Context: an optimization exercise on an open-source flow, tuned for small area. The choices shown serve that exercise and are no tape-out recipe.
In this exercise RTL edits were held to simulation tests only and were not proved equivalent to the original.
Power is estimated from default activity; no workload was simulated.

**flow/design.v**
```verilog
module rca #(parameter W = 16) (
   input  [W-1:0] a,
   input  [W-1:0] b,
   input          ci,
   output [W-1:0] s,
   output         co
);
wire [W:0] c;
assign c[0] = ci;
genvar i;
generate
   for (i = 0; i < W; i = i + 1) begin : bit_
      assign s[i]   = a[i] ^ b[i] ^ c[i];
      assign c[i+1] = (a[i] & b[i]) | (a[i] & c[i]) | (b[i] & c[i]);
   end
endgenerate
assign co = c[W];
endmodule
module remapper (
   input      [15:0] in,
   output reg [3:0]  board_idx
);
wire signed [15:0] s = in;
always @(*) begin
   if (s <= -16'sd80)      board_idx = 4'd0;
   else if (s <= -16'sd60) board_idx = 4'd1;
   else if (s <= -16'sd40) board_idx = 4'd2;
   else if (s <= -16'sd20) board_idx = 4'd3;
   else if (s < 16'sd0)    board_idx = 4'd4;
   else if (s <= 16'sd20)  board_idx = 4'd5;
   else if (s <= 16'sd40)  board_idx = 4'd6;
   else if (s <= 16'sd60)  board_idx = 4'd7;
   else if (s <= 16'sd80)  board_idx = 4'd8;
   else                    board_idx = 4'd9;
end
endmodule
module control7 (
   input            clk,
   input            rst_n,
   input      [1:0] KEY,
   input      [3:0] board_idx,
   output           init,
   output     [9:0] LEDR,
   output     [3:0] FSM_state,
   output     [3:0] game_number,
   output reg [9:0] BCD_in
);
localparam START = 4'd0, MOLE = 4'd1, HAMMER = 4'd2, GAME_ENDS = 4'd3,
           A = 4'd4, B = 4'd5, C = 4'd6, D = 4'd7, E = 4'd8;
localparam RES_CYCLES = 25;
wire reset = ~KEY[1];
wire bang  = ~KEY[0];
reg [3:0] state, state_c;
reg [1:0] count, count_c;
reg       reset_timer, write_enable;
reg bang_n, bang_edge;
always @(posedge clk) begin
   if (!rst_n) begin
      bang_n    <= 1'b0;
      bang_edge <= 1'b0;
   end else begin
      bang_n    <= bang;
      bang_edge <= bang & ~bang_n;
   end
end
reg [3:0] ring;
always @(posedge clk) begin
   if (!rst_n)
      ring <= 4'd15;
   else if (reset)
      ring <= 4'd0;
   else if (state != MOLE && ring != 4'd15)
      ring <= (ring == 4'd9) ? 4'd0 : ring + 4'd1;
end
reg [3:0] target_q;
always @(posedge clk) begin
   if (!rst_n)
      target_q <= 4'd15;
   else if (state == MOLE)
      target_q <= ring;
end
wire [3:0] target = (state == MOLE) ? ring : target_q;
wire whack = bang_edge & ~(target[3] & target[2]) & (target == board_idx);
reg [4:0] res;
reg [9:0] tcount;
reg inc_q, t0p2, t3, t9p99;
wire tick   = (res == RES_CYCLES - 1);
wire frozen = (tcount == 10'd999) | whack;
always @(posedge clk) begin
   if (!rst_n) begin
      res    <= 5'd0;
      tcount <= 10'd0;
      inc_q  <= 1'b0;
      t0p2   <= 1'b0;
      t3     <= 1'b0;
      t9p99  <= 1'b0;
   end else begin
      res <= (reset_timer | tick) ? 5'd0 : res + 5'd1;
      if (reset_timer)
         tcount <= 10'd0;
      else if (tick & ~frozen)
         tcount <= tcount + 10'd1;
      inc_q <= tick & ~frozen & ~reset_timer;
      t0p2  <= inc_q & (tcount == 10'd20);
      t3    <= inc_q & (tcount == 10'd300);
      t9p99 <= inc_q & (tcount == 10'd999);
   end
end
always @(*) begin
   state_c = state;
   count_c = count;
   reset_timer = 1'b0;
   write_enable = 1'b0;
   case (state)
      START: if (t3) begin state_c = MOLE; reset_timer = 1'b1; end
      MOLE: if (t0p2) state_c = HAMMER;
      HAMMER: if (t9p99 | whack) begin
         write_enable = 1'b1;
         state_c = GAME_ENDS;
         reset_timer = 1'b1;
      end
      GAME_ENDS: if (t3) begin
         count_c = count + 2'd1;
         reset_timer = 1'b1;
         state_c = (count == 2'd3) ? A : START;
      end
      A, B, C, D: if (t3) begin state_c = state + 4'd1; reset_timer = 1'b1; end
      E: if (t3) begin state_c = A; reset_timer = 1'b1; end
      default: ;
   endcase
   if (reset) begin
      state_c = START;
      count_c = 2'd0;
      reset_timer = 1'b1;
   end
end
always @(posedge clk) begin
   if (!rst_n) begin
      state <= START;
      count <= 2'd0;
   end else begin
      state <= state_c;
      count <= count_c;
   end
end
reg [9:0] mem [0:3];
always @(posedge clk) begin
   if (write_enable)
      mem[count] <= tcount;
end
wire [1:0] addr_rd = (state == GAME_ENDS) ? count : state[1:0];
wire [9:0] data_out = mem[addr_rd];
wire [10:0] t01, t23;
wire [11:0] total;
rca #(10) add_01 (.a(mem[0]), .b(mem[1]), .ci(1'b0), .s(t01[9:0]), .co(t01[10]));
rca #(10) add_23 (.a(mem[2]), .b(mem[3]), .ci(1'b0), .s(t23[9:0]), .co(t23[10]));
rca #(11) add_all (.a(t01), .b(t23), .ci(1'b0), .s(total[10:0]), .co(total[11]));
always @(*) begin
   if (state == START || state == MOLE || state == HAMMER)
      BCD_in = tcount;
   else if (state == E)
      BCD_in = total[11:2];
   else
      BCD_in = data_out;
end
assign init = (state == START);
assign FSM_state = state;
assign game_number = (state >= A) ? state : {2'b00, count};
wire [3:0] led_idx = (state == MOLE) ? ring : board_idx;
wire led_on = (state == MOLE) | (state == HAMMER);
genvar g;
generate
   for (g = 0; g < 10; g = g + 1) begin : led
      assign LEDR[g] = led_on & (led_idx == g);
   end
endgenerate
endmodule
module bin2bcd (
   input  [9:0] bin,
   output [3:0] bcd2, bcd1, bcd0
);
wire [11:0] st [0:10];
assign st[0] = 12'd0;
genvar i;
generate
   for (i = 0; i < 10; i = i + 1) begin : stage
      wire [3:0] a0, a1, a2;
      add3 u0 (.d(st[i][3:0]),  .q(a0));
      add3 u1 (.d(st[i][7:4]),  .q(a1));
      add3 u2 (.d(st[i][11:8]), .q(a2));
      assign st[i+1] = {a2[2:0], a1, a0, bin[9-i]};
   end
endgenerate
assign bcd0 = st[10][3:0];
assign bcd1 = st[10][7:4];
assign bcd2 = st[10][11:8];
endmodule
module add3 (
   input  [3:0] d,
   output [3:0] q
);
assign q[3] = d[3] | (d[2] & d[0]) | (d[2] & d[1]);
assign q[2] = (d[3] & d[0]) | (d[2] & ~d[1] & ~d[0]);
assign q[1] = (d[3] & ~d[0]) | (~d[2] & d[1]) | (d[1] & d[0]);
assign q[0] = (d[3] & ~d[0]) | (~d[3] & ~d[2] & d[0]) | (d[2] & d[1] & ~d[0]);
endmodule
module seg7 (
   output [7:0]  HEX0,
   output [7:0]  HEX1,
   output [7:0]  HEX2,
   output [7:0]  HEX3,
   output [7:0]  HEX4,
   output [7:0]  HEX5,
   input         SW9,
   input         init,
   input  [3:0]  FSM_state,
   input  [3:0]  game_number,
   input  [11:0] display
);
wire [6:0] d0, d1, d2;
wire [7:0] s4, s5;
digit7 u_d0 (.d(display[3:0]),  .seg(d0));
digit7 u_d1 (.d(display[7:4]),  .seg(d1));
digit7 u_d2 (.d(display[11:8]), .seg(d2));
code8  u_s4 (.s(FSM_state),     .seg(s4));
code8  u_s5 (.s(game_number),   .seg(s5));
assign HEX0 = init ? 8'b1011_1111 : {1'b1, d0};
assign HEX1 = init ? 8'b1011_1111 : {1'b1, d1};
assign HEX2 = init ? 8'b0011_1111 : {1'b0, d2};
assign HEX3 = 8'b1111_1111;
assign HEX4 = SW9 ? 8'b1111_1111 : s4;
assign HEX5 = s5;
endmodule
module digit7 (
   input  [3:0] d,
   output [6:0] seg
);
assign seg = (d == 4'd0) ? 7'b1000000 :
             (d == 4'd1) ? 7'b1111001 :
             (d == 4'd2) ? 7'b0100100 :
             (d == 4'd3) ? 7'b0110000 :
             (d == 4'd4) ? 7'b0011001 :
             (d == 4'd5) ? 7'b0010010 :
             (d == 4'd6) ? 7'b0000010 :
             (d == 4'd7) ? 7'b1111000 :
             (d == 4'd8) ? 7'b0000000 : 7'b0010000;
endmodule
module code8 (
   input  [3:0] s,
   output [7:0] seg
);
assign seg = (s == 4'h0) ? 8'b1111_1001 :
             (s == 4'h1) ? 8'b1010_0100 :
             (s == 4'h2) ? 8'b1011_0000 :
             (s == 4'h3) ? 8'b1001_1001 :
             (s == 4'h4) ? 8'b1000_1000 :
             (s == 4'h5) ? 8'b1000_0011 :
             (s == 4'h6) ? 8'b1100_0110 :
             (s == 4'h7) ? 8'b1010_0001 :
             (s == 4'h8) ? 8'b1000_0110 : 8'b1111_1111;
endmodule
module smooth_filter (
   input         clk,
   input         rst_n,
   input  [15:0] in,
   input  [1:0]  SW,
   output [15:0] out
);
localparam FILTER_CYCLES = 50;
localparam RING = 196;
localparam [127:0] POS = {8'd188, 8'd176, 8'd164, 8'd152, 8'd149, 8'd140, 8'd137, 8'd128,
                          8'd125, 8'd113, 8'd101, 8'd89,  8'd77,  8'd65,  8'd16,  8'd4};
reg [5:0] count;
wire en = (count == FILTER_CYCLES - 1);
reg [15:0] r1, r2, r3, r4;
reg [RING-1:0] ring;
reg [4:0]  nsamp;            
reg [19:0] sum16;
wire [RING-1:0] moved = {ring[RING-2:0], ring[RING-1]};
reg  [RING-1:0] ring_next;
wire [15:0] h16;
integer j;
always @(*) begin
   ring_next = moved;
   for (j = 0; j < 16; j = j + 1)
      if (en) ring_next[POS[8*j +: 8]] = r4[j];
end
genvar b;
generate
   for (b = 0; b < 16; b = b + 1) begin : rd
      assign h16[b] = ring[(POS[8*b +: 8] + 599) % RING];
   end
endgenerate
always @(posedge clk) begin
   ring <= ring_next;
end
always @(posedge clk) begin
   if (en) begin
      r1 <= in;
      r2 <= r1;
      r3 <= r2;
      r4 <= r3;
   end
end
wire [15:0] oldest_n = ~(h16 & {16{nsamp[4]}});
always @(posedge clk) begin
   if (!rst_n) begin
      count <= 6'd0;
      nsamp <= 5'd0;
      sum16 <= 20'd0;
   end else begin
      count <= en ? 6'd0 : count + 6'd1;
      if (en) begin
         if (!nsamp[4]) nsamp <= nsamp + 5'd1;
         sum16 <= sum16_next;
      end
   end
end
wire [15:0] d_lo;
wire        d_co;
rca #(16) sub_d (.a(in), .b(oldest_n), .ci(1'b1), .s(d_lo), .co(d_co));
wire [16:0] d = {in[15] ^ oldest_n[15] ^ d_co, d_lo};
wire [19:0] sum16_next;
wire        unused_co16;
rca #(20) add_s (.a(sum16), .b({{3{d[16]}}, d}), .ci(1'b0), .s(sum16_next), .co(unused_co16));
wire [16:0] sum2, sum34;
wire [17:0] sum4;
wire        co2, co34, co4;
rca #(16) add_12 (.a(r1), .b(r2), .ci(1'b0), .s(sum2[15:0]), .co(co2));
assign sum2[16] = r1[15] ^ r2[15] ^ co2;
rca #(16) add_34 (.a(r3), .b(r4), .ci(1'b0), .s(sum34[15:0]), .co(co34));
assign sum34[16] = r3[15] ^ r4[15] ^ co34;
rca #(17) add_4 (.a(sum2), .b(sum34), .ci(1'b0), .s(sum4[16:0]), .co(co4));
assign sum4[17] = sum2[16] ^ sum34[16] ^ co4;
assign out = (SW == 2'd0) ? r1 :
             (SW == 2'd1) ? sum2[16:1] :
             (SW == 2'd2) ? sum4[17:2] : sum16[19:4];
endmodule
module spi_control (
   input             clk,
   input             rst_n,
   input             reset_n,
   input             spi_clk_out,
   output reg [15:0] data_x,
   output            SPI_SDI,
   input             SPI_SDO,
   output            SPI_CSN,
   output            SPI_CLK
);
reg [4:0] ph;
reg [3:0] idx;
reg [7:0] sample_count;
reg [7:0] data_rx;
wire rd_mode = (idx > 4'd10);
wire sample  = (sample_count == 8'd199);
wire bitph   = ph[4];
wire [3:0] k = ph[3:0];
wire rx_bit  = bitph & rd_mode & ~k[3];
wire [15:0] word =
   (idx == 4'd0)  ? {2'b00, 6'h24, 8'h20} :
   (idx == 4'd1)  ? {2'b00, 6'h25, 8'h03} :
   (idx == 4'd2)  ? {2'b00, 6'h26, 8'h01} :
   (idx == 4'd3)  ? {2'b00, 6'h27, 8'h7f} :
   (idx == 4'd4)  ? {2'b00, 6'h28, 8'h09} :
   (idx == 4'd5)  ? {2'b00, 6'h29, 8'h46} :
   (idx == 4'd6)  ? {2'b00, 6'h2c, 8'h09} :
   (idx == 4'd7)  ? {2'b00, 6'h2e, 8'h10} :
   (idx == 4'd8)  ? {2'b00, 6'h2f, 8'h10} :
   (idx == 4'd9)  ? {2'b00, 6'h31, 8'h00} :
   (idx == 4'd10) ? {2'b00, 6'h2d, 8'h08} :
   (idx == 4'd11) ? {2'b10, 6'h32, 8'h00} :
   (idx == 4'd12) ? {2'b10, 6'h33, 8'h00} :
   (idx == 4'd13) ? {2'b10, 6'h34, 8'h00} :
   (idx == 4'd14) ? {2'b10, 6'h35, 8'h00} :
                    {2'b10, 6'h30, 8'h00};
assign SPI_CSN = ~(bitph | ph[1]);
assign SPI_CLK = bitph ? spi_clk_out : 1'b1;
assign SPI_SDI = (bitph & ~rx_bit) ? word[k] : 1'b1;
always @(posedge clk) begin
   if (!rst_n || !reset_n)
      sample_count <= 8'd0;
   else if (sample)
      sample_count <= 8'd0;
   else
      sample_count <= sample_count + 8'd1;
end
always @(posedge clk) begin
   if (!rst_n || !reset_n) begin
      ph  <= 5'd0;
      idx <= 4'd0;
   end else if (bitph) begin
      ph <= (k == 4'd0) ? 5'd3 : ph - 5'd1;
   end else begin
      case (ph[1:0])
         2'd0: if (!rd_mode) ph <= 5'd2; else if (sample) ph <= 5'd1;
         2'd1: ph <= 5'd2;
         2'd2: ph <= 5'd31;
         2'd3: begin
            if (idx == 4'd10 || idx == 4'd15) ph <= 5'd0;
            else if (rd_mode) ph <= 5'd1;
            else ph <= 5'd0;
            idx <= (idx == 4'd15) ? 4'd11 : idx + 4'd1;
         end
      endcase
   end
end
always @(posedge clk) begin
   if (rx_bit)
      data_rx <= {data_rx[6:0], SPI_SDO};
end
always @(posedge clk) begin
   if (!rst_n)
      data_x <= 16'd0;
   else if (reset_n && ph == 5'd1 && idx == 4'd12)
      data_x[7:0] <= data_rx;
   else if (reset_n && ph == 5'd1 && idx == 4'd13)
      data_x[15:8] <= data_rx;
end
endmodule
module accel (
   input                      clk,
   input                      rst_n,
   input                      spi_clk_out,
   output           [7:0]     HEX0,
   output           [7:0]     HEX1,
   output           [7:0]     HEX2,
   output           [7:0]     HEX3,
   output           [7:0]     HEX4,
   output           [7:0]     HEX5,
   input            [1:0]     KEY,
   output           [9:0]     LEDR,
   input            [9:0]     SW,
   output                     GSENSOR_CS_N,
   output                     GSENSOR_SCLK,
   output                     GSENSOR_SDI,
   input                      GSENSOR_SDO
   );
wire [15:0] data_x;
wire [15:0] smooth_out;
wire [3:0]  board_idx;
wire        init;
wire [3:0]  FSM_state;
wire [3:0]  game_number;
wire [9:0]  BCD_in;
wire [3:0]  bcd2, bcd1, bcd0;
spi_control spi_ctrl (
   .clk        (clk),
   .rst_n      (rst_n),
   .reset_n    (KEY[0]),
   .spi_clk_out(spi_clk_out),
   .data_x     (data_x),
   .SPI_SDI    (GSENSOR_SDI),
   .SPI_SDO    (GSENSOR_SDO),
   .SPI_CSN    (GSENSOR_CS_N),
   .SPI_CLK    (GSENSOR_SCLK)
);
smooth_filter my_filter (.clk(clk), .rst_n(rst_n), .in(data_x), .SW(SW[1:0]), .out(smooth_out));
remapper my_remapper (.in(smooth_out), .board_idx(board_idx));
control7 my_control7 (.clk(clk), .rst_n(rst_n), .KEY(KEY), .board_idx(board_idx), .init(init),
   .LEDR(LEDR), .FSM_state(FSM_state), .game_number(game_number), .BCD_in(BCD_in));
bin2bcd my_bin2bcd (.bin(BCD_in), .bcd2(bcd2), .bcd1(bcd1), .bcd0(bcd0));
seg7 my_seg7 (.HEX0(HEX0), .HEX1(HEX1), .HEX2(HEX2), .HEX3(HEX3), .HEX4(HEX4), .HEX5(HEX5),
   .SW9(SW[9]), .init(init), .FSM_state(FSM_state), .game_number(game_number),
   .display({bcd2, bcd1, bcd0}));
endmodule
```
**flow/run.sh**
```bash
#!/bin/bash
# synth_recipe.tcl (not shown) runs the flow's synth.tcl, then flattens the netlist and writes it again
# the make line also repeats each setting of config.mk as NAME=value (left out here)
make -C /OpenROAD-flow-scripts/flow DESIGN_CONFIG=/design/flow/config.mk WORK_HOME=/design/flow/orfs CLKGATE_MAP_FILE= SYNTH_SCRIPT=/design/flow/synth_recipe.tcl finish
```
**flow/config.mk**
```make
export PLATFORM = sky130hd
export DESIGN_NAME = accel
export DESIGN_NICKNAME = accel
export VERILOG_FILES = /design/flow/design.v
export SDC_FILE = /design/flow/constraint.sdc
export NUM_CORES = 4
export LEC_CHECK = 0
export ABC_AREA = 1
export CAP_MARGIN = 20
export CORE_MARGIN = 2
export CORE_UTILIZATION = 60
export CTS_BUF_LIST = sky130_fd_sc_hd__clkbuf_8
export CTS_CLUSTER_SIZE = 30
export SLEW_MARGIN = 20
```
**flow/constraint.sdc**
```tcl
create_clock -name core_clock -period 32.0 [get_ports {clk}]
set_input_delay 6.4000 -clock core_clock [delete_from_list [all_inputs] [get_ports {clk}]]
set_output_delay 6.4000 -clock core_clock [all_outputs]
set_load 0.01 [all_outputs]
```
==> impl_metrics.csv, run 1 <==
group,metric,value,unit
run_status,run_status,"finished clean",
clocking,clk_pin_slew,60,ps
hold_path,timing.hold.worst_path_depth,0,
worst_setup_path,worstPathArrival,11730,ps
cells_and_area,drive_above_1_share,0.0894,
timing,fin_skew,29.5,ps
timing,worst-slew-pin-transition,1080,ps
routing,avgViaCountPerCell,5.24,
worst_setup_path,required_time_of_the_critical_path,25600,ps
routing,drt-pass1-iter-count,5,
job,drv_cap,0,
global_route,first_global_vias,13100,
global_route,groute.usage.overall,0.249,
placed_design,buffer_ports.inserted,56,
synth,ys_seq_elements,407,
worst_setup_path,path_delay_family,"simple AND/OR/NAND/NOR gates",
routing,postRouteAntennaNets,0,
global_route,grt_antenna_before_repair,0,
worst_setup_path,cp-end-kind,"output port",
global_route,grt_start_max_net_pins,73,
cells_and_area,layout_commonest_cell,"nand2_1",
synth,synth_seq_area_share,0.502,
synth,synth.yosys.warnings,5,
timing,worst_slack_setup_final,13870,ps
cells_and_area,most-common-layout-cells,"338 x nand2_1, 322 x inv_1, 295 x dfxtp_1, 186 x nor2_1, 138 x o21ai_0",
clocking,tritoncts,"built",
timing,tns,0,ps
synth,synth_area_leaders,"dfxtp_1 32%, edfxtp_1 18%, fa_1 11%, nand2_1 6.9%, inv_1 6.1%",
clocking,clkSinkCount,407,
placed_design,post-dp-hpwl,27500,um
synth,synth.cell_area,0.0185,mm^2
cells_and_area,final_cells,2543,
cells_and_area,layout.cell_area.non_filler,0.0208,mm^2
clocking,cts_htree_levels,3,
synth,netlist.top_cell.by_area,"dfxtp_1",
timing,grt_setup_unrepaired,"false",
synth,synth-async-reset-ratio,0,
power_and_ir_drop,pwr_density_cell,49.0,mW/mm^2
placed_design,placedInstanceArea,0.0194,mm^2
timing,finalHoldViolations,0,
timing,min_period_over_period,0.567,
power_and_ir_drop,worst_ir_drop_vdd,0.0000475,V
clocking,clock_path_buffers,3,
synth,cell_count_after_synthesis,1994,
power_and_ir_drop,leakage,8.63,nW
floorplanning,core_box_area,0.0304,mm^2
global_route,grt_pass1_wl,63100,um
placed_design,place_inst,2421,
clocking,postCtsSetupBuffers,0,
cells_and_area,final.fill_count,2447,
timing,final_period_minus_worst_setup_slack,18130,ps
hold_path,worst_hold_path_type,"flop to flop",
timing,max_freq,55.1,MHz
cells_and_area,areaGrowthSynthToFinish,12.5,%
clocking,cts_root_buf,"clkbuf_8",
timing,worst_hold_slack,314,ps
synth,post_synth.cell_area_avg,9.25,um^2
routing,wl_per_cell,15.1,um
routing,drt_iter0_markers,802,
routing,postRouteWirelength,38400,um
floorplanning,floorplan.initialDensity,0.606,
placed_design,pre_cts_slack,14070,ps
synth,netlist.area_leader.share,0.320,
cells_and_area,postLayoutCoreUtil,0.682,
synth,netlist-cell-type-count,59,
floorplanning,die_width,179,um
clocking,clk-insertion-delay-late,600,ps
power_and_ir_drop,design_power_total,1.02,mW
timing,timing_max_transition_violations_final,0,
worst_setup_path,worst_path_max_delay_cell,"clkdlybuf4s50_1",
worst_setup_path,worstSetupPathDepth,17,
cells_and_area,design.final.nets,2245,
clocking,post_cts.resized_instances,0,
floorplanning,fp.dieH,179,um
worst_setup_path,timing.critical_path.buf_inv,4,
global_route,globalRouteOverflowTotal,0,
floorplanning,die_area,0.0322,mm^2
timing,max_slew_margin,0.277,
worst_setup_path,critPathMaxFanout,16,
routing,detailroute.via_count,13300,
worst_setup_path,cpPeakStageDelay,750,ps
synth,synth_top_flop_cell,"dfxtp_1",
floorplanning,boundaryPins,77,
worst_setup_path,startpoint_type,"input port",
worst_setup_path,cp_cell_sequence,"clkdlybuf4s50_1 -> inv_1 -> nor2_2 -> inv_1 -> nand2_1 -> o211ai_1 -> nand3_1 -> o21ai_0 -> nor3_1 -> nand4_1 -> o21ai_0 -> a21boi_1 -> nand2_1 -> o21ai_0 -> nand2_1 -> nor2_1 -> clkdlybuf4s50_1",
synth,synth_edf_count,112,
clocking,tritoncts.num_buffers,66,
worst_setup_path,timing.reg2reg.worst_path_depth,32,
placed_design,gp_congestion,0.886,
floorplanning,core.rowCount,64,
cells_and_area,num_antenna_cells,0,
routing,detail_route.drc_violations,0,
clocking,holdBufCountCts,0,
worst_setup_path,worstSetupPathType,"input port to output port",
timing,final-setup-viol-count,0,
## cell families (layout without fill, tap and decap cells)
family          count (synthesis)  count (layout)  synth area share
fa+ha+maj                     136             136             0.135
compound gates                299             299            0.0921
xor+xnor                       19              19           0.00902
simple gates                  774             774             0.185
flops                         407             407             0.502
other cells                     2              13          0.000407
buf+inv                       357             499            0.0763
## state kept, by name (all words and copies together), names as in the netlist, 10 cells and up
register	count
my_filter.r4	16
my_control7.mem	40
my_filter.r3	16
my_filter.ring	196
my_filter.sum16	20
my_filter.r2	16
spi_ctrl.data_x	16
my_filter.r1	16
my_control7.tcount	10
## Yosys cell counts, types with 8 or more instances
library cell    n
nor2_2         13
clkbuf_1       21
nand2_1       338
xor2_1         15
inv_2           8
nor2_1        188
o21ai_0       138
nor3_1         32
a21oi_1        85
a31oi_1         9
inv_1         300
fa_1          104
o31ai_1        11
nand3_1       114
nand4_1        21
ha_1           32
edfxtp_1      112
buf_4          13
nand2_2        33
dfxtp_1       295
## final timing paths
check                        startpoint  slack [ps]                              end
max                               SW[1]       13870                          LEDR[4]
min reg2reg  my_filter.ring[96]$_DFF_P_         310       my_filter.ring[97]$_DFF_P_
max reg2reg   my_filter.r1[0]$_DFFE_PP_       20940  my_control7.mem[2][2]$_DFFE_PP_
min          my_filter.ring[96]$_DFF_P_         310       my_filter.ring[97]$_DFF_P_
## per-layer routing
metal / vias up / part of all wire / wire (um) / track usage
met4: 0 / 0.040 / 1520 / 0.121
li1: 6629 / - / - / -
met2: 348 / 0.48 / 18300 / 0.416
met5: - / 0 / 0 / 0
met1: 6246 / 0.43 / 16500 / 0.311
met3: 107 / 0.054 / 2060 / 0.0496
## cell type report
type | instances | area [um^2] | area share
Clock buffer | 78 | 1070 | 0.0517
Tap cell | 396 | 495 | 0.0239
Sequential cell | 407 | 9270 | 0.446
Clock inverter | 44 | 308 | 0.0148
Multi-Input combinational cell | 1241 | 7820 | 0.377
Timing Repair Buffer | 64 | 616 | 0.0297
Inverter | 313 | 1180 | 0.0568
## report_power, final
group	internal (mW)	leakage (nW)	switching, mW
Combinational	0.00896	4.35	0.0195
Clock	0.256	0.780	0.202
Sequential	0.528	3.49	0.00234
==> run 2, diff against run 1 <==
--- a/flow/config.mk
+++ b/flow/config.mk
@@ -8,7 +8,5 @@
 export ABC_AREA = 1
 export CAP_MARGIN = 20
 export CORE_MARGIN = 2
-export CORE_UTILIZATION = 60
-export CTS_BUF_LIST = sky130_fd_sc_hd__clkbuf_8
-export CTS_CLUSTER_SIZE = 30
+export CORE_UTILIZATION = 40
 export SLEW_MARGIN = 20
==> impl_metrics.csv, run 2 <==
group,metric,value,unit
global_route,grt_pass1_wl,63500,um
worst_setup_path,required_time_of_the_critical_path,25600,ps
cells_and_area,regArea,0.00927,mm^2
run_status,run_status,"finished clean",
timing,worst-slew-pin-transition,1040,ps
timing,max_slew_margin,0.306,
hold_path,worst_hold_path_type,"flop to flop",
clocking,cts_root_buf,"clkbuf_16",
cells_and_area,layout_commonest_cell,"nand2_1",
synth,post_synth_and_or_nand_nor_area_fraction,0.185,
cells_and_area,largest_register_ff_count,196,
clocking,clk-insertion-delay-late,580,ps
floorplanning,fp.dieH,219,um
floorplanning,core.rowCount,78,
routing,detail_route.drc_violations,0,
cells_and_area,final.fill_count,4375,
power_and_ir_drop,worst_ir_drop_vdd,0.0000438,V
worst_setup_path,timing.reg2reg.setup_slack,21030,ps
timing,max_freq,56.3,MHz
synth,synth-adder-area-share,0.135,
job,drv_cap,0,
placed_design,buffer_ports.inserted,56,
cells_and_area,design.final.nets,2221,
synth,netlist.top_cell.by_area,"dfxtp_1",
synth,post_synth.cell_area_avg,9.25,um^2
timing,fin_skew,29.5,ps
routing,drt-pass1-iter-count,5,
clocking,clock_path_buffers,3,
global_route,groute.usage.overall,0.163,
worst_setup_path,startpoint_type,"input port",
synth,cell_count_after_synthesis,1994,
cells_and_area,combined_area_of_the_multi_input_logic_cells,0.00782,mm^2
routing,avgViaCountPerCell,4.87,
global_route,globalRouteOverflowTotal,0,
synth,synth-async-reset-ratio,0,
cells_and_area,areaGrowthSynthToFinish,14.1,%
routing,drt_iter0_markers,788,
cells_and_area,most-common-layout-cells,"338 x nand2_1, 300 x inv_1, 295 x dfxtp_1, 186 x nor2_1, 138 x o21ai_0",
floorplanning,boundaryPins,77,
cells_and_area,largest-register,"my_filter.ring",
synth,synth_seq_area_share,0.502,
clocking,post_cts.resized_instances,0,
floorplanning,core_box_area,0.0455,mm^2
floorplanning,die_area,0.0479,mm^2
clocking,holdBufCountCts,0,
floorplanning,floorplan.initialDensity,0.406,
routing,wl_per_cell,14.2,um
synth,synth_edf_count,112,
synth,synth_top_flop_cell,"dfxtp_1",
synth,netlist.area_leader.share,0.320,
synth,netlist-cell-type-count,59,
global_route,grt_antenna_before_repair,0,
clocking,tritoncts,"built",
cells_and_area,drive_above_1_share,0.0784,
global_route,grt_start_max_net_pins,57,
worst_setup_path,critPathMaxFanout,16,
synth,multiplexer_share_of_the_synthesized_area,0,
cells_and_area,layout.cell_area.non_filler,0.0210,mm^2
timing,final-setup-viol-count,0,
cells_and_area,num_antenna_cells,0,
clocking,clkSinkCount,407,
global_route,first_global_vias,12800,
synth,dominant_combinational_cell_family_by_area_after_synthesis,"simple AND/OR/NAND/NOR gates",
synth,compound_gate_portion_of_the_synthesized_area,0.0921,
cells_and_area,final_cells,2704,
clocking,tritoncts.num_buffers,43,
worst_setup_path,worstSetupPathType,"input port to output port",
synth,post_synth_xor_area_fraction,0.00902,
power_and_ir_drop,pwr_density_cell,49.7,mW/mm^2
clocking,clk_pin_slew,60,ps
synth,ys_seq_elements,407,
power_and_ir_drop,design_power_total,1.05,mW
routing,detailroute.via_count,13200,
synth,synth_area_leaders,"dfxtp_1 32%, edfxtp_1 18%, fa_1 11%, nand2_1 6.9%, inv_1 6.1%",
placed_design,place_inst,2624,
synth,synth.yosys.warnings,5,
clocking,cts_htree_levels,2,
placed_design,post-dp-hpwl,27500,um
synth,synth.cell_area,0.0185,mm^2
floorplanning,die_width,219,um
routing,postRouteAntennaNets,0,
synth,post-synth-top-count-cell,"nand2_1",
clocking,postCtsSetupBuffers,0,
timing,finalHoldViolations,0,
power_and_ir_drop,leakage,8.54,nW
timing,min_period_over_period,0.555,
timing,timing_max_transition_violations_final,0,
cells_and_area,largest_registers,"my_filter.ring (196), my_control7.mem (40), my_filter.sum16 (20)",
worst_setup_path,cp-end-kind,"output port",
timing,grt_setup_unrepaired,"false",
routing,postRouteWirelength,38300,um
placed_design,placedInstanceArea,0.0196,mm^2
timing,final_period_minus_worst_setup_slack,17750,ps
timing,tns,0,ps
worst_setup_path,worstPathArrival,11350,ps
synth,synthTopCellsByCount,"338 x nand2_1, 300 x inv_1, 295 x dfxtp_1, 188 x nor2_1, 138 x o21ai_0",
placed_design,gp_congestion,0.859,
run 2: layout make-up:
cell class / count / share of cell area
clock buffer: 59 / 0.0584
clock inverter: 21 / 0.00892
inverter: 313 / 0.0560
multi-input combinational: 1241 / 0.372
sequential: 407 / 0.440
tap: 600 / 0.0357
timing repair buffer: 63 / 0.0289
run 2: critical path: stages:
cell	delay [ps]
clkdlybuf4s50_1	670
inv_1	290
nor2_2	590
inv_1	430
nand2_1	140
a22oi_1	70
o21ai_0	350
inv_1	270
nor3_1	300
nand3_1	140
o41ai_1	490
inv_1	170
nand3_1	120
nand2_1	100
inv_1	80
nand2_1	80
nor2_1	100
clkdlybuf4s50_1	550
run 2: logic make-up after synthesis:
group / Yosys count
xor gates and xnor gates: 19
DFF: 407
and+or+nand+nor: 774
adders and majority gates: 136
AOI/OAI and AO/OA: 299
other: 2
buffers and inverters: 357
run 2: worst paths after layout:
path	cells past startpoint	startpoint	to
max	18	SW[1]	LEDR[4]
min	0	my_filter.ring[192]$_DFF_P_	my_filter.ring[193]$_DFF_P_
max reg2reg	32	my_filter.r1[0]$_DFFE_PP_	my_control7.mem[0][3]$_DFFE_PP_
min reg2reg	0	my_filter.ring[192]$_DFF_P_	my_filter.ring[193]$_DFF_P_
run 2: power by group:
group	internal (mW)	switching, mW	leakage [nW]
Sequential	0.528	0.00232	3.49
Combinational	0.00887	0.0191	4.35
Clock	0.281	0.206	0.699
run 2: stage by stage:
step | setup slack [ps] | utilization | hold WS [ps]
after floorplan | 16670 | - | 310
after global placement | 14390 | 0.431 | 311
after detailed placement | 14390 | 0.431 | 312
after CTS | 14380 | 0.463 | 296
after global routing | 13750 | 0.463 | 310
final | 14250 | 0.463 | 301
run 2: per-layer routing:
metal  part of all wire  global-route usage  vias up  wire [um]
met2               0.46               0.268      302      17600
met4              0.024              0.0491        0        909
met5                  0                   0        -          0
met3              0.049              0.0287       62       1880
li1                   -                   -     6574          -
met1               0.47               0.222     6238      17900
==> run 3, diff against run 2 <==
==> flow/flow/run.sh (new file) <==
#!/bin/bash
# Standard layout with different clock tree options (no dummy loads, smaller
# clock buffers) and the smallest buffer on the ports.
set -euo pipefail
bash standard.sh "CTS_ARGS=-sink_clustering_enable -repair_clock_nets -dont_use_dummy_load -buf_list sky130_fd_sc_hd__clkbuf_8 -sink_clustering_size 20 -sink_clustering_max_diameter 60" "BUFFER_PORTS_ARGS=-buffer_cell sky130_fd_sc_hd__buf_1" finish > standard_flow.log 2>&1
==> flow/standard.sh (new file) <==
#!/bin/bash
# synth_recipe.tcl (not shown) runs the flow's synth.tcl, then flattens the netlist and writes it again
# the make line also repeats each setting of config.mk as NAME=value (left out here)
make -C /OpenROAD-flow-scripts/flow DESIGN_CONFIG=/design/flow/config.mk WORK_HOME=/design/flow/orfs CLKGATE_MAP_FILE= SYNTH_SCRIPT=/design/flow/synth_recipe.tcl "${@:-finish}"
--- a/flow/config.mk
+++ b/flow/config.mk
@@ -8,5 +8,5 @@
 export ABC_AREA = 1
 export CAP_MARGIN = 20
 export CORE_MARGIN = 2
-export CORE_UTILIZATION = 40
+export CORE_UTILIZATION = 60
 export SLEW_MARGIN = 20
removed: flow/run.sh
==> impl_metrics.csv, run 3 <==
group,metric,value,unit
run_status,run_status,"finished clean",
clocking,cts_root_buf,"clkbuf_8",
global_route,grt_antenna_before_repair,0,
clocking,holdBufCountCts,0,
synth,ys_seq_elements,407,
cells_and_area,most-common-layout-cells,"338 x nand2_1, 300 x inv_1, 295 x dfxtp_1, 188 x nor2_1, 138 x o21ai_0",
worst_setup_path,critPathMaxFanout,16,
synth,synthTopCellsByCount,"338 x nand2_1, 300 x inv_1, 295 x dfxtp_1, 188 x nor2_1, 138 x o21ai_0",
timing,final_period_minus_worst_setup_slack,17480,ps
clocking,tritoncts.num_buffers,30,
synth,synth_top_flop_cell,"dfxtp_1",
worst_setup_path,timing.reg2reg.worst_path_depth,36,
cells_and_area,largest-register,"my_filter.ring",
global_route,grt_start_max_net_pins,70,
floorplanning,boundaryPins,77,
timing,timing_max_transition_violations_final,0,
cells_and_area,layout_commonest_cell,"nand2_1",
hold_path,timing.hold.worst_path_depth,0,
routing,postRouteWirelength,36800,um
synth,post-synth-top-count-cell,"nand2_1",
power_and_ir_drop,pwr_density_cell,40.4,mW/mm^2
timing,finalHoldViolations,0,
cells_and_area,final_cells,2454,
floorplanning,fp.dieH,179,um
cells_and_area,num_antenna_cells,0,
routing,detailroute.via_count,12900,
timing,final-setup-viol-count,0,
timing,worst-slew-pin-transition,1040,ps
routing,drt_iter0_markers,776,
clocking,cts_htree_levels,1,
job,drv_cap,0,
worst_setup_path,worst_path_max_delay_cell,"nor2_2",
cells_and_area,largest_registers,"my_filter.ring (196), my_control7.mem (40), my_filter.sum16 (20)",
placed_design,placedInstanceArea,0.0190,mm^2
routing,wl_per_cell,15.0,um
cells_and_area,design.final.nets,2212,
clocking,post_cts.resized_instances,0,
global_route,globalRouteOverflowTotal,0,
timing,tns,0,ps
synth,synth_edf_count,112,
synth,netlist.area_leader.share,0.320,
routing,postRouteAntennaNets,0,
global_route,groute.usage.overall,0.237,
worst_setup_path,cp_cell_sequence,"buf_1 -> inv_1 -> nor2_2 -> inv_1 -> nand2_1 -> o211ai_1 -> nand3_1 -> o21ai_0 -> nor3_1 -> nand4_1 -> o21ai_0 -> a21boi_1 -> nand2_1 -> o21ai_0 -> nand2_1 -> nor2_1 -> buf_1",
clocking,clkSinkCount,407,
timing,max_slew_margin,0.307,
global_route,grt_pass1_wl,60800,um
synth,netlist-cell-type-count,59,
worst_setup_path,worstPathArrival,11080,ps
timing,min_period_over_period,0.546,
routing,avgViaCountPerCell,5.25,
placed_design,post-dp-hpwl,27700,um
clocking,clk_pin_slew,110,ps
placed_design,place_inst,2423,
clocking,clk-insertion-delay-late,630,ps
timing,fin_skew,104,ps
synth,synth.cell_area,0.0185,mm^2
worst_setup_path,cpPeakStageDelay,620,ps
floorplanning,floorplan.initialDensity,0.606,
floorplanning,die_area,0.0322,mm^2
placed_design,buffer_ports.inserted,56,
hold_path,worst_hold_path_type,"flop to flop",
synth,synth_area_leaders,"dfxtp_1 32%, edfxtp_1 18%, fa_1 11%, nand2_1 6.9%, inv_1 6.1%",
clocking,clock_path_buffers,3,
synth,cell_count_after_synthesis,1994,
routing,drt-pass1-iter-count,5,
synth,synth.yosys.warnings,5,
worst_setup_path,timing.critical_path.buf_inv,4,
clocking,postCtsSetupBuffers,0,
synth,synth-async-reset-ratio,0,
clocking,tritoncts,"built",
synth,netlist.top_cell.by_area,"dfxtp_1",
cells_and_area,largest_register_ff_count,196,
worst_setup_path,worstSetupPathType,"input port to output port",
worst_setup_path,cp-end-kind,"output port",
worst_setup_path,required_time_of_the_critical_path,25600,ps
timing,max_freq,57.2,MHz
cells_and_area,layout.cell_area.non_filler,0.0195,mm^2
worst_setup_path,startpoint_type,"input port",
routing,detail_route.drc_violations,0,
floorplanning,die_width,179,um
timing,worst_hold_slack,255,ps
global_route,first_global_vias,12700,
cells_and_area,drive_above_1_share,0.0622,
power_and_ir_drop,worst_ir_drop_vdd,0.0000407,V
worst_setup_path,path_delay_family,"simple AND/OR/NAND/NOR gates",
floorplanning,core.rowCount,64,
synth,post_synth.cell_area_avg,9.25,um^2
floorplanning,core_box_area,0.0304,mm^2
timing,grt_setup_unrepaired,"false",
power_and_ir_drop,leakage,7.92,nW
synth,synth_seq_area_share,0.502,
cells_and_area,areaGrowthSynthToFinish,5.49,%
worst_setup_path,worstSetupPathDepth,17,
placed_design,gp_congestion,0.893,
-- run 3: cell counts after synthesis --
Identical to the previous run, type by type.
-- run 3: layer usage --
metal  routed length (um)  track usage  share of wire  up-vias
met1                16200        0.305           0.44     6038
met3                 1460       0.0278          0.040       85
li1                     -            -              -     6507
met5                    0            0              0        -
met4                 1650       0.0954          0.045        0
met2                17500        0.409           0.48      252
-- run 3: power by group --
part           total [mW]  switching [mW]  leakage (nW)  internal, mW
clock network       0.230           0.147         0.216        0.0835
logic              0.0272          0.0193          4.21       0.00791
registers           0.530         0.00237          3.49         0.527
-- run 3: cell families (layout without fill, tap and decap cells) --
kind of cell | Yosys count | in the layout | synth area share
AO/OA/AOI/OAI | 299 | 299 | 0.0921
XOR/XNOR | 19 | 19 | 0.00902
adder cells (fa/ha/maj) | 136 | 136 | 0.135
buffers and inverters | 357 | 410 | 0.0763
flip-flops | 407 | 407 | 0.502
other | 2 | 13 | 0.000407
AND/OR/NAND/NOR | 774 | 774 | 0.185
-- run 3: final timing paths --
kind / from / endpoint / slack [ps]
worst min register to register: my_filter.ring[110]$_DFF_P_ / my_filter.ring[111]$_DFF_P_ / 260
worst min-delay path: my_filter.ring[110]$_DFF_P_ / my_filter.ring[111]$_DFF_P_ / 260
worst max-delay path: SW[1] / LEDR[4] / 14520
worst max register to register: my_filter.r1[0]$_DFFE_PP_ / my_control7.mem[1][5]$_DFFE_PP_ / 20910
-- run 3: area by class of cell --
type                       count  area (um^2)
tap                          396          495
sequential                   407         9270
fill                        2633        11000
timing repair buffer          67          292
inverter                     313         1180
multi-input combinational   1241         7820
clock buffer                  30          413
-- run 3: through the flow --
| stage | power [mW] | setup WS [ps] | util |
|---|---|---|---|
| 3_5_place_dp | 0.568 | 14690 | 0.626 |
| 3_3_place_gp | 0.568 | 14660 | 0.626 |
| 5_1_grt | 0.816 | 14150 | 0.640 |
| 4_1_cts | 0.795 | 14670 | 0.639 |
| 2_1_floorplan | 0.562 | 16670 | - |
| 6_report | 0.787 | 14520 | 0.640 |
==> run 4, diff against run 3 <==
==> flow/flow/run.sh (replaced) <==
#!/bin/bash
# Standard layout with different clock tree options (no dummy loads, smaller
# clock buffers) and the smallest buffer on the ports.
set -euo pipefail
bash standard.sh "CTS_ARGS=-sink_clustering_enable -repair_clock_nets -dont_use_dummy_load -buf_list sky130_fd_sc_hd__clkbuf_16 -sink_clustering_size 30 -sink_clustering_max_diameter 100" "BUFFER_PORTS_ARGS=-buffer_cell sky130_fd_sc_hd__buf_1" finish > standard_flow.log 2>&1
==> impl_metrics.csv, run 4 <==
group,metric,value,unit
synth,post-synth-top-count-cell,"nand2_1",
power_and_ir_drop,clockPowerShare,0.307,
cells_and_area,most-common-layout-cells,"338 x nand2_1, 300 x inv_1, 295 x dfxtp_1, 188 x nor2_1, 138 x o21ai_0",
worst_setup_path,startpoint_type,"input port",
clocking,clk_pin_slew,110,ps
cells_and_area,largest_registers,"my_filter.ring (196), my_control7.mem (40), my_filter.sum16 (20)",
clocking,postCtsSetupBuffers,0,
worst_setup_path,worstSetupPathType,"input port to output port",
synth,synth_top_flop_cell,"dfxtp_1",
routing,wl_per_cell,15.1,um
clocking,holdBufCountCts,0,
floorplanning,core.rowCount,64,
routing,detail_route.drc_violations,0,
clocking,cts_htree_levels,1,
routing,avgViaCountPerCell,5.25,
clocking,clk-insertion-delay-late,530,ps
synth,synth_area_leaders,"dfxtp_1 32%, edfxtp_1 18%, fa_1 11%, nand2_1 6.9%, inv_1 6.1%",
synth,netlist.top_cell.by_area,"dfxtp_1",
floorplanning,die_area,0.0322,mm^2
placed_design,post-dp-hpwl,27700,um
global_route,grt_antenna_before_repair,0,
placed_design,gp_congestion,0.893,
global_route,globalRouteOverflowTotal,0,
cells_and_area,largest_register_ff_count,196,
cells_and_area,num_antenna_cells,0,
synth,netlist.area_leader.share,0.320,
worst_setup_path,timing.reg2reg.setup_slack,20910,ps
placed_design,buffer_ports.inserted,56,
floorplanning,fp.dieH,179,um
synth,synth_edf_count,112,
global_route,groute.usage.overall,0.237,
timing,finalHoldViolations,0,
timing,max_slew_margin,0.302,
power_and_ir_drop,leakage,7.93,nW
synth,synth_seq_area_share,0.502,
worst_setup_path,critPathMaxFanout,16,
hold_path,worst_hold_path_type,"flop to flop",
clocking,clkSinkCount,407,
routing,detailroute.via_count,12800,
run_status,run_status,"finished clean",
synth,synth.yosys.warnings,5,
worst_setup_path,cp-end-kind,"output port",
synth,cell_count_after_synthesis,1994,
job,drv_cap,0,
power_and_ir_drop,pwr_density_cell,41.2,mW/mm^2
cells_and_area,layout_commonest_cell,"nand2_1",
synth,synth.cell_area,0.0185,mm^2
power_and_ir_drop,power.switching,167,uW
global_route,grt_pass1_wl,60700,um
synth,post_synth.cell_area_avg,9.25,um^2
clocking,tritoncts,"built",
power_and_ir_drop,worst_ir_drop_vdd,0.0000531,V
timing,timing_max_transition_violations_final,0,
clocking,post_cts.resized_instances,0,
global_route,first_global_vias,12600,
worst_setup_path,worstPathArrival,11060,ps
synth,synthTopCellsByCount,"338 x nand2_1, 300 x inv_1, 295 x dfxtp_1, 188 x nor2_1, 138 x o21ai_0",
cells_and_area,areaGrowthSynthToFinish,5.69,%
timing,worst-slew-pin-transition,1040,ps
synth,synth-async-reset-ratio,0,
cells_and_area,design.final.nets,2200,
routing,postRouteAntennaNets,0,
power_and_ir_drop,internal_power,637,uW
timing,final-setup-viol-count,0,
timing,worst_hold_slack,311,ps
timing,fin_skew,74.6,ps
power_and_ir_drop,p_sw_frac,0.208,
cells_and_area,largest-register,"my_filter.ring",
power_and_ir_drop,power.combinational.fraction,0.034,
clocking,cts_root_buf,"clkbuf_16",
floorplanning,boundaryPins,77,
floorplanning,core_box_area,0.0304,mm^2
synth,netlist-cell-type-count,59,
power_and_ir_drop,design_power_total,804,uW
routing,postRouteWirelength,36800,um
synth,ys_seq_elements,407,
clocking,tritoncts.num_buffers,18,
timing,grt_setup_unrepaired,"false",
timing,tns,0,ps
floorplanning,floorplan.initialDensity,0.606,
routing,drt-pass1-iter-count,5,
timing,final_period_minus_worst_setup_slack,17460,ps
clocking,clock_path_buffers,3,
worst_setup_path,required_time_of_the_critical_path,25600,ps
global_route,grt_start_max_net_pins,70,
cells_and_area,drive_above_1_share,0.0567,
timing,min_period_over_period,0.546,
power_and_ir_drop,pwr-share-seq,0.659,
floorplanning,die_width,179,um
timing,max_freq,57.3,MHz
routing,drt_iter0_markers,832,
run 4: cell count changes in the layout (fill, tap and decap cells not counted), sizes merged:
cell and change:
clkbuf -12
run 4: kinds of logic (layout without fill, tap and decap cells):
group / Yosys count / count (layout) / synth area share
AND/OR/NAND/NOR: 774 / 774 / 0.185
flip-flops: 407 / 407 / 0.502
buffers and inverters: 357 / 398 / 0.0763
AO/OA/AOI/OAI: 299 / 299 / 0.0921
adder cells (fa/ha/maj): 136 / 136 / 0.135
XOR/XNOR: 19 / 19 / 0.00902
other: 2 / 13 / 0.000407
run 4: area by class of cell:
cell class,instances,area (um^2)
Fill cell,2622,10900
Sequential cell,407,9270
Multi-Input combinational cell,1241,7820
Inverter,313,1180
Tap cell,396,495
Clock buffer,18,450
Timing Repair Buffer,67,292
run 4: metrics by stage:
step	area [um^2]	instances	setup WS, ps	util
2_1_floorplan	18500	2005	16670	-
3_3_place_gp	19000	2422	14660	0.626
3_5_place_dp	19000	2423	14690	0.626
4_1_cts	19500	2441	14690	0.641
5_1_grt	19500	2442	14150	0.641
6_report	19500	2442	14540	0.641
run 4: per-layer routing:
layer | vias up | global-route usage | routed length, um
li1 | 6492 | - | -
met1 | 6020 | 0.305 | 16200
met2 | 237 | 0.412 | 17600
met3 | 69 | 0.0274 | 1450
met4 | 0 | 0.0904 | 1530
met5 | - | 0 | 0
run 4: power groups by stage:
stage / clock [mW] / combinational (mW) / sequential [mW]
2_1_floorplan: 0 / 0.0210 / 0.541
3_5_place_dp: 0 / 0.0269 / 0.541
4_1_cts: 0.255 / 0.0272 / 0.530
3_3_place_gp: 0 / 0.0264 / 0.541
5_1_grt: 0.270 / 0.0312 / 0.530
6_report: 0.247 / 0.0274 / 0.530
run 4: worst paths after layout:
| check | cells past startpoint | to | startpoint |
|---|---|---|---|
| worst min register to register | 0 | my_filter.ring[110]$_DFF_P_ | my_filter.ring[109]$_DFF_P_ |
| worst max-delay path | 17 | LEDR[4] | SW[1] |
| worst min-delay path | 0 | my_filter.ring[110]$_DFF_P_ | my_filter.ring[109]$_DFF_P_ |
| worst max register to register | 36 | my_control7.mem[1][5]$_DFFE_PP_ | my_filter.r1[0]$_DFFE_PP_ |
run 4: critical path: stages:
cell and delay [ps]:
buf_1 370, inv_1 330, nor2_2 630, inv_1 460, nand2_1 150, o211ai_1 90, nand3_1 80, o21ai_0 140
nor3_1 440, nand4_1 250, o21ai_0 190, a21boi_1 320, nand2_1 110, o21ai_0 430, nand2_1 320, nor2_1 180
buf_1 170
==> run 5, diff against run 4 <==
--- a/flow/design.v
+++ b/flow/design.v
@@ -16,23 +16,72 @@
 endgenerate
 assign co = c[W];
 endmodule
+module inc #(parameter W = 8) (
+   input  [W-1:0] a,
+   input          ci,
+   output [W-1:0] s
+);
+wire [W:0] c;
+assign c[0] = ci;
+genvar i;
+generate
+   for (i = 0; i < W; i = i + 1) begin : bit_
+      assign s[i]   = a[i] ^ c[i];
+      assign c[i+1] = a[i] & c[i];
+   end
+endgenerate
+endmodule
+module dec #(parameter W = 8) (
+   input  [W-1:0] a,
+   output [W-1:0] s
+);
+wire [W:0] b;
+assign b[0] = 1'b1;
+genvar i;
+generate
+   for (i = 0; i < W; i = i + 1) begin : bit_
+      assign s[i]   = a[i] ^ b[i];
+      assign b[i+1] = ~a[i] & b[i];
+   end
+endgenerate
+endmodule
 module remapper (
-   input      [15:0] in,
-   output reg [3:0]  board_idx
+   input  [15:0] in,
+   output [3:0]  board_idx
 );
-wire signed [15:0] s = in;
-always @(*) begin
-   if (s <= -16'sd80)      board_idx = 4'd0;
-   else if (s <= -16'sd60) board_idx = 4'd1;
-   else if (s <= -16'sd40) board_idx = 4'd2;
-   else if (s <= -16'sd20) board_idx = 4'd3;
-   else if (s < 16'sd0)    board_idx = 4'd4;
-   else if (s <= 16'sd20)  board_idx = 4'd5;
-   else if (s <= 16'sd40)  board_idx = 4'd6;
-   else if (s <= 16'sd60)  board_idx = 4'd7;
-   else if (s <= 16'sd80)  board_idx = 4'd8;
-   else                    board_idx = 4'd9;
-end
+wire neg = in[15];
+wire in_range = neg ? (&in[14:7]) : ~(|in[14:7]);
+wire [7:0] b = {~in[7], in[6:0]};           
+wire le_m80, le_m60, le_m40, le_m20, lt_0, le_20, le_40, le_60, le_80;
+le_const #(.W(8), .C(8'd48))  c0 (.a(b), .le(le_m80));    
+le_const #(.W(8), .C(8'd68))  c1 (.a(b), .le(le_m60));
+le_const #(.W(8), .C(8'd88))  c2 (.a(b), .le(le_m40));
+le_const #(.W(8), .C(8'd108)) c3 (.a(b), .le(le_m20));
+le_const #(.W(8), .C(8'd127)) c4 (.a(b), .le(lt_0));      
+le_const #(.W(8), .C(8'd148)) c5 (.a(b), .le(le_20));
+le_const #(.W(8), .C(8'd168)) c6 (.a(b), .le(le_40));
+le_const #(.W(8), .C(8'd188)) c7 (.a(b), .le(le_60));
+le_const #(.W(8), .C(8'd208)) c8 (.a(b), .le(le_80));
+wire [8:0] above = {~le_80, ~le_60, ~le_40, ~le_20, ~lt_0, ~le_m20, ~le_m40, ~le_m60, ~le_m80};
+wire [3:0] idx_in = above[8] ? 4'd9 : above[7] ? 4'd8 : above[6] ? 4'd7 : above[5] ? 4'd6 :
+                    above[4] ? 4'd5 : above[3] ? 4'd4 : above[2] ? 4'd3 : above[1] ? 4'd2 :
+                    above[0] ? 4'd1 : 4'd0;
+assign board_idx = in_range ? idx_in : (neg ? 4'd0 : 4'd9);
+endmodule
+module le_const #(parameter W = 8, parameter [W-1:0] C = 0) (
+   input  [W-1:0] a,
+   output         le
+);
+wire [W:0] r;
+assign r[0] = 1'b1;
+genvar i;
+generate
+   for (i = 0; i < W; i = i + 1) begin : bit_
+      if (C[i]) assign r[i+1] = ~a[i] | r[i];
+      else      assign r[i+1] = ~a[i] & r[i];
+   end
+endgenerate
+assign le = r[W];
 endmodule
 module control7 (
    input            clk,
@@ -51,6 +100,8 @@
 wire reset = ~KEY[1];
 wire bang  = ~KEY[0];
 reg [3:0] state, state_c;
+wire [3:0] state_inc;
+inc #(4) u_stinc (.a(state), .ci(1'b1), .s(state_inc));
 reg [1:0] count, count_c;
 reg       reset_timer, write_enable;
 reg bang_n, bang_edge;
@@ -64,13 +115,15 @@
    end
 end
 reg [3:0] ring;
+wire [3:0] ring_inc;
+inc #(4) u_rinc (.a(ring), .ci(1'b1), .s(ring_inc));
 always @(posedge clk) begin
    if (!rst_n)
       ring <= 4'd15;
    else if (reset)
       ring <= 4'd0;
    else if (state != MOLE && ring != 4'd15)
-      ring <= (ring == 4'd9) ? 4'd0 : ring + 4'd1;
+      ring <= (ring == 4'd9) ? 4'd0 : ring_inc;
 end
 reg [3:0] target_q;
 always @(posedge clk) begin
@@ -86,6 +139,10 @@
 reg inc_q, t0p2, t3, t9p99;
 wire tick   = (res == RES_CYCLES - 1);
 wire frozen = (tcount == 10'd999) | whack;
+wire [4:0] res_inc;
+wire [9:0] tcount_inc;
+inc #(5)  u_resinc (.a(res), .ci(1'b1), .s(res_inc));
+inc #(10) u_tinc (.a(tcount), .ci(tick & ~frozen), .s(tcount_inc));
 always @(posedge clk) begin
    if (!rst_n) begin
       res    <= 5'd0;
@@ -95,11 +152,8 @@
       t3     <= 1'b0;
       t9p99  <= 1'b0;
    end else begin
-      res <= (reset_timer | tick) ? 5'd0 : res + 5'd1;
-      if (reset_timer)
-         tcount <= 10'd0;
-      else if (tick & ~frozen)
-         tcount <= tcount + 10'd1;
+      res <= (reset_timer | tick) ? 5'd0 : res_inc;
+      tcount <= reset_timer ? 10'd0 : tcount_inc;
       inc_q <= tick & ~frozen & ~reset_timer;
       t0p2  <= inc_q & (tcount == 10'd20);
       t3    <= inc_q & (tcount == 10'd300);
@@ -120,11 +174,11 @@
          reset_timer = 1'b1;
       end
       GAME_ENDS: if (t3) begin
-         count_c = count + 2'd1;
+         count_c = {count[1] ^ count[0], ~count[0]};
          reset_timer = 1'b1;
          state_c = (count == 2'd3) ? A : START;
       end
-      A, B, C, D: if (t3) begin state_c = state + 4'd1; reset_timer = 1'b1; end
+      A, B, C, D: if (t3) begin state_c = state_inc; reset_timer = 1'b1; end
       E: if (t3) begin state_c = A; reset_timer = 1'b1; end
       default: ;
    endcase
@@ -165,7 +219,7 @@
 end
 assign init = (state == START);
 assign FSM_state = state;
-assign game_number = (state >= A) ? state : {2'b00, count};
+assign game_number = (state[3] | state[2]) ? state : {2'b00, count};
 wire [3:0] led_idx = (state == MOLE) ? ring : board_idx;
 wire led_on = (state == MOLE) | (state == HAMMER);
 genvar g;
@@ -272,10 +326,14 @@
                           8'd125, 8'd113, 8'd101, 8'd89,  8'd77,  8'd65,  8'd16,  8'd4};
 reg [5:0] count;
 wire en = (count == FILTER_CYCLES - 1);
+wire [5:0] count_inc;
+inc #(6) u_cinc (.a(count), .ci(1'b1), .s(count_inc));
 reg [15:0] r1, r2, r3, r4;
 reg [RING-1:0] ring;
 reg [4:0]  nsamp;            
 reg [19:0] sum16;
+wire [4:0] nsamp_inc;
+inc #(5) u_ninc (.a(nsamp), .ci(~nsamp[4]), .s(nsamp_inc));
 wire [RING-1:0] moved = {ring[RING-2:0], ring[RING-1]};
 reg  [RING-1:0] ring_next;
 wire [15:0] h16;
@@ -309,9 +367,9 @@
       nsamp <= 5'd0;
       sum16 <= 20'd0;
    end else begin
-      count <= en ? 6'd0 : count + 6'd1;
+      count <= en ? 6'd0 : count_inc;
       if (en) begin
-         if (!nsamp[4]) nsamp <= nsamp + 5'd1;
+         nsamp <= nsamp_inc;
          sum16 <= sum16_next;
       end
    end
@@ -351,10 +409,15 @@
 reg [3:0] idx;
 reg [7:0] sample_count;
 reg [7:0] data_rx;
-wire rd_mode = (idx > 4'd10);
+wire [7:0] sample_inc;
+wire [3:0] idx_inc, k_dec;
+inc #(8) u_sinc (.a(sample_count), .ci(1'b1), .s(sample_inc));
+inc #(4) u_iinc (.a(idx), .ci(1'b1), .s(idx_inc));
+wire rd_mode = idx[3] & (idx[2] | (idx[1] & idx[0]));    
 wire sample  = (sample_count == 8'd199);
 wire bitph   = ph[4];
 wire [3:0] k = ph[3:0];
+dec #(4) u_kdec (.a(k), .s(k_dec));
 wire rx_bit  = bitph & rd_mode & ~k[3];
 wire [15:0] word =
    (idx == 4'd0)  ? {2'b00, 6'h24, 8'h20} :
@@ -382,14 +445,14 @@
    else if (sample)
       sample_count <= 8'd0;
    else
-      sample_count <= sample_count + 8'd1;
+      sample_count <= sample_inc;
 end
 always @(posedge clk) begin
    if (!rst_n || !reset_n) begin
       ph  <= 5'd0;
       idx <= 4'd0;
    end else if (bitph) begin
-      ph <= (k == 4'd0) ? 5'd3 : ph - 5'd1;
+      ph <= (k == 4'd0) ? 5'd3 : {1'b1, k_dec};
    end else begin
       case (ph[1:0])
          2'd0: if (!rd_mode) ph <= 5'd2; else if (sample) ph <= 5'd1;
@@ -399,7 +462,7 @@
             if (idx == 4'd10 || idx == 4'd15) ph <= 5'd0;
             else if (rd_mode) ph <= 5'd1;
             else ph <= 5'd0;
-            idx <= (idx == 4'd15) ? 4'd11 : idx + 4'd1;
+            idx <= (idx == 4'd15) ? 4'd11 : idx_inc;
          end
       endcase
    end
==> flow/flow/run.sh (replaced) <==
#!/bin/bash
# 1. the standard synthesis.
# 2. Its combinational logic re-mapped for area by yosys/abc (flow/reopt.ys.in);
#    the flip-flops keep their cells and names.
# 3. the standard layout of that netlist, with no dummy loads in the clock
#    tree, clkbuf_16 clock buffers in larger clusters, and buf_1 port buffers.
# Each tool writes its full output to a log file here.
set -euo pipefail
HERE=$(pwd)
PLAT=$FLOW_HOME/platforms/$FLOW_PLATFORM
LIB=$PLAT/lib/sky130_fd_sc_hd__tt_025C_1v80.lib
RES=$HERE/orfs/results/$FLOW_PLATFORM/accel/base
YOSYS=$FLOW_HOME/../tools/install/yosys/bin/yosys
[[ -x $YOSYS ]] || YOSYS=yosys

bash standard.sh synth > 1_standard_synth.log 2>&1
cp "$RES/1_2_yosys.v" std_synth.v

python3 flow/genmap.py "$LIB" > cellmap.v 2> 2_genmap.log
DONTUSE=$(sed -n '/DONT_USE_CELLS +=/,/^#/p' "$PLAT/config.mk" | grep -oE 'sky130_fd_sc_hd__[A-Za-z0-9_]+' | sed 's/^/-dont_use /' | tr '\n' ' ')
sed -e "s#@LIB@#$LIB#g" -e "s#@PLAT@#$PLAT#g" -e "s#@TOP@#$FLOW_TOP#g" \
    -e "s#@ABC@#$HERE/flow/area.abc#g" -e "s#@DONTUSE@#$DONTUSE#g" flow/reopt.ys.in > reopt.ys
"$YOSYS" -s reopt.ys > 3_reopt_yosys.log 2>&1

bash standard.sh clean_synth > 4_clean_synth.log 2>&1
bash standard.sh SYNTH_NETLIST_FILES="$HERE/reopt.v" \
   "CTS_ARGS=-sink_clustering_enable -repair_clock_nets -dont_use_dummy_load -buf_list sky130_fd_sc_hd__clkbuf_16 -sink_clustering_size 25 -sink_clustering_max_diameter 80" \
   "BUFFER_PORTS_ARGS=-buffer_cell sky130_fd_sc_hd__buf_1" \
   finish > 5_standard_layout.log 2>&1
==> flow/flow/area.abc (new file) <==
strash; dc2; dch -f; amap; strash; dch -f; amap; topo
==> flow/flow/genmap.py (new file) <==
# Writes a yosys techmap file that turns every combinational cell of a liberty
# file into plain logic, from the liberty "function" attributes. Full and half
# adders get XOR forms so that extract_fa can find them again.
import re, sys

lib = open(sys.argv[1]).read()
starts = [(m.group(1), m.start())
          for m in re.finditer(r'\n\s*cell\s*\(\s*"?(\w+)"?\s*\)\s*\{', lib)]
out = []


def conv(f):
    f = f.replace('!', '~').replace('+', '|').replace('*', '&')
    f = re.sub(r'\b1\b', "1'b1", f)
    f = re.sub(r'\b0\b', "1'b0", f)
    return re.sub(r'(\w|\))\s+(?=[\w~(])', r'\1 & ', f)


for i, (name, st) in enumerate(starts):
    end = starts[i + 1][1] if i + 1 < len(starts) else len(lib)
    body = lib[st:end]
    if re.search(r'\b(ff|latch|statetable)\s*\(', body):
        continue
    pins = []
    for m in re.finditer(r'(?<!pg_)pin\s*\(\s*"?(\w+)"?\s*\)\s*\{', body):
        seg = body[m.end():m.end() + 4000]
        seg = seg.split('pin (')[0] if 'pin (' in seg else seg
        d = re.search(r'direction\s*:\s*"?(\w+)"?', seg)
        f = re.search(r'function\s*:\s*"([^"]*)"', seg)
        pins.append((m.group(1), d.group(1) if d else None, f.group(1) if f else None))
    ins = [p for p, d, f in pins if d == 'input']
    outs = [(p, f) for p, d, f in pins if d == 'output']
    if not outs or any(f is None for _, f in outs):
        continue
    short = name.replace('sky130_fd_sc_hd__', '')
    fn = dict(outs)
    if re.fullmatch(r'fa_\d+', short):
        fn = {'COUT': '(A&B)|(A&CIN)|(B&CIN)', 'SUM': 'A^B^CIN'}
    elif re.fullmatch(r'ha_\d+', short):
        fn = {'COUT': 'A&B', 'SUM': 'A^B'}
    else:
        fn = {p: conv(f) for p, f in outs}
    out.append(f"module {name} ({', '.join(ins + [p for p, _ in outs])});")
    out += [f"  input {p};" for p in ins]
    for p, _ in outs:
        out.append(f"  output {p};")
        out.append(f"  assign {p} = {fn[p]};")
    out.append("endmodule\n")
print("\n".join(out))
==> flow/flow/reopt.ys.in (new file) <==
# Re-map the combinational logic of the standard synthesis for area. The
# flip-flops (and every other cell with state) are left as they are, with
# their names.
read_liberty -lib @LIB@
read_verilog -noblackbox std_synth.v
hierarchy -top @TOP@
techmap -map cellmap.v
techmap
opt -purge
extract_fa -fa
techmap -map @PLAT@/cells_adders_hd.v
techmap
opt -fast -purge
abc -liberty @LIB@ -script @ABC@ @DONTUSE@
opt_clean -purge
hilomap -singleton -hicell sky130_fd_sc_hd__conb_1 HI -locell sky130_fd_sc_hd__conb_1 LO
insbuf -buf sky130_fd_sc_hd__buf_1 A X
opt_clean -purge
check
tee -o reopt_stat.txt stat -liberty @LIB@
write_verilog -noattr -nohex -nodec reopt.v
--- a/flow/config.mk
+++ b/flow/config.mk
@@ -8,5 +8,5 @@
 export ABC_AREA = 1
 export CAP_MARGIN = 20
 export CORE_MARGIN = 2
-export CORE_UTILIZATION = 60
+export CORE_UTILIZATION = 75
 export SLEW_MARGIN = 20
==> impl_metrics.csv, run 5 <==
group,metric,value,unit
timing,finalHoldViolations,0,
floorplanning,boundaryPins,77,
worst_setup_path,startpoint_type,"flop",
synth,cell_count_after_synthesis,1433,
worst_setup_path,worstSetupPathDepth,40,
cells_and_area,drive_above_1_share,0.0231,
cells_and_area,postLayoutCoreUtil,0.815,
worst_setup_path,worst_r2r_endpoint,"my_control7.mem[1][1]$_DFFE_PP_",
cells_and_area,layout_commonest_cell,"dfxtp_1",
global_route,first_global_vias,11400,
routing,drt_iter0_markers,1123,
timing,worst-slew-pin-transition,1090,ps
cells_and_area,num_antenna_cells,0,
routing,detail_route.drc_violations,0,
timing,max_freq,54.4,MHz
synth,synth.cell_area,0.0159,mm^2
worst_setup_path,worstPathArrival,11970,ps
clocking,holdBufCountCts,0,
routing,detailroute.via_count,11600,
cells_and_area,largest_registers,"my_filter.ring (196), my_control7.mem (40), my_filter.sum16 (20)",
power_and_ir_drop,worst_ir_drop_vdd,0.0000532,V
worst_setup_path,path_delay_family,"adder cells",
routing,drt-pass1-iter-count,8,
hold_path,worst_hold_path_type,"flop to flop",
worst_setup_path,worstSetupPathType,"flop to output port",
worst_setup_path,worst_path_max_delay_cell,"fa_1",
clocking,clkSinkCount,407,
global_route,grt_antenna_before_repair,0,
worst_setup_path,critPathCapture,"HEX1[3]",
placed_design,post-dp-hpwl,25100,um
global_route,globalRouteOverflowTotal,0,
routing,wl_per_cell,20.8,um
timing,max_slew_margin,0.273,
timing,min_period_over_period,0.574,
cells_and_area,final.fill_count,1168,
worst_setup_path,path_common_cell,"fa_1",
power_and_ir_drop,leakage,5.97,nW
clocking,postCtsSetupBuffers,0,
run_status,run_status,"finished clean",
cells_and_area,most-common-layout-cells,"295 x dfxtp_1, 207 x nor2_1, 155 x clkinv_1, 112 x edfxtp_1, 103 x fa_1",
timing,timing_max_transition_violations_final,0,
routing,postRouteAntennaNets,0,
worst_setup_path,cpPeakStageDelay,550,ps
worst_setup_path,startpoint,"my_control7.mem[1][0]$_DFFE_PP_",
cells_and_area,largest_register_ff_count,196,
clocking,tritoncts.num_buffers,20,
clocking,cts_htree_levels,1,
power_and_ir_drop,pwr_density_cell,47.4,mW/mm^2
global_route,groute.usage.overall,0.343,
cells_and_area,design.final.nets,1638,
worst_setup_path,timing.rr.start,"my_filter.r1[0]$_DFFE_PP_",
routing,avgViaCountPerCell,6.45,
floorplanning,floorplan.initialDensity,0.760,
cells_and_area,areaGrowthSynthToFinish,7.22,%
worst_setup_path,timing.critical_path.buf_inv,9,
floorplanning,core.rowCount,53,
floorplanning,die_width,150,um
worst_setup_path,required_time_of_the_critical_path,25600,ps
cells_and_area,largest-register,"my_filter.ring",
worst_setup_path,cp-end-kind,"output port",
clocking,cts_root_buf,"clkbuf_16",
timing,tns,0,ps
timing,final_period_minus_worst_setup_slack,18370,ps
routing,postRouteWirelength,37200,um
clocking,clk-insertion-delay-late,550,ps
global_route,grt_start_max_net_pins,71,
worst_setup_path,timing.reg2reg.setup_slack,18770,ps
cells_and_area,regArea,0.00927,mm^2
placed_design,gp_congestion,0.882,
job,drv_cap,0,
timing,fin_skew,79.6,ps
==> run 5: worst reg2reg max path, delay by kind of cell, from the launching register on <==
| family | cells | cell delay [ps] |
|---|---|---|
| adders and majority gates | 16 | 7500 |
| buffers and inverters | 3 | 480 |
| and+or+nand+nor | 9 | 2200 |
| AOI/OAI and AO/OA | 9 | 2090 |
| DFF | 1 | 490 |
==> run 5: final cells by class <==
cell class,instances,area share
tap,275,0.0202
timing repair buffer,66,0.0167
clock buffer,20,0.0293
multi-input combinational,868,0.357
sequential,407,0.543
inverter,156,0.0344
==> run 5: stage by stage <==
stage	cell area, um^2	total power [mW]	setup slack [ps]	instances	hold slack [ps]
finish	17100	0.810	13630	1792	281
global placement	16600	0.557	14850	1772	310
global route	17100	0.830	12980	1792	287
detailed placement	16600	0.558	14470	1772	312
CTS	17100	0.810	13730	1792	284
floorplan	16000	0.553	15570	1444	310
==> run 5: worst min-delay path by stage <==
stage	startpoint	to	slack [ps]	cells after the start
2_1_floorplan	my_filter.ring[195]$_DFF_P_	my_filter.ring[0]$_DFF_P_	310	0
3_3_place_gp	my_filter.ring[162]$_DFF_P_	my_filter.ring[163]$_DFF_P_	310	0
3_5_place_dp	my_filter.ring[101]$_DFF_P_	my_filter.ring[102]$_DFF_P_	310	0
4_1_cts	my_filter.ring[158]$_DFF_P_	my_filter.ring[159]$_DFF_P_	280	0
5_1_grt	my_filter.ring[158]$_DFF_P_	my_filter.ring[159]$_DFF_P_	290	0
6_report	my_filter.ring[158]$_DFF_P_	my_filter.ring[159]$_DFF_P_	280	0
==> run 5: report_power, final <==
part | leakage, nW | internal (mW) | total (mW) | switching, mW
registers | 3.36 | 0.527 | 0.529 | 0.00158
logic | 2.36 | 0.00514 | 0.0191 | 0.0140
clock network | 0.246 | 0.112 | 0.262 | 0.150
==> run 5: metal layers <==
| layer | share of wire | global-route usage |
|---|---|---|
| met1 | 0.36 | 0.424 |
| met2 | 0.49 | 0.581 |
| met3 | 0.088 | 0.0668 |
| met4 | 0.058 | 0.169 |
| met5 | 0 | 0 |

Re-timed with assumed drivers on the ports (clkbuf_16 on the clock, buf_2 on other inputs), run 5 has 13.581 ns of setup slack against 13.627 ns with ideal ports, and 14.136 ns once port delays also move by the mid clock arrival of 0.555 ns.
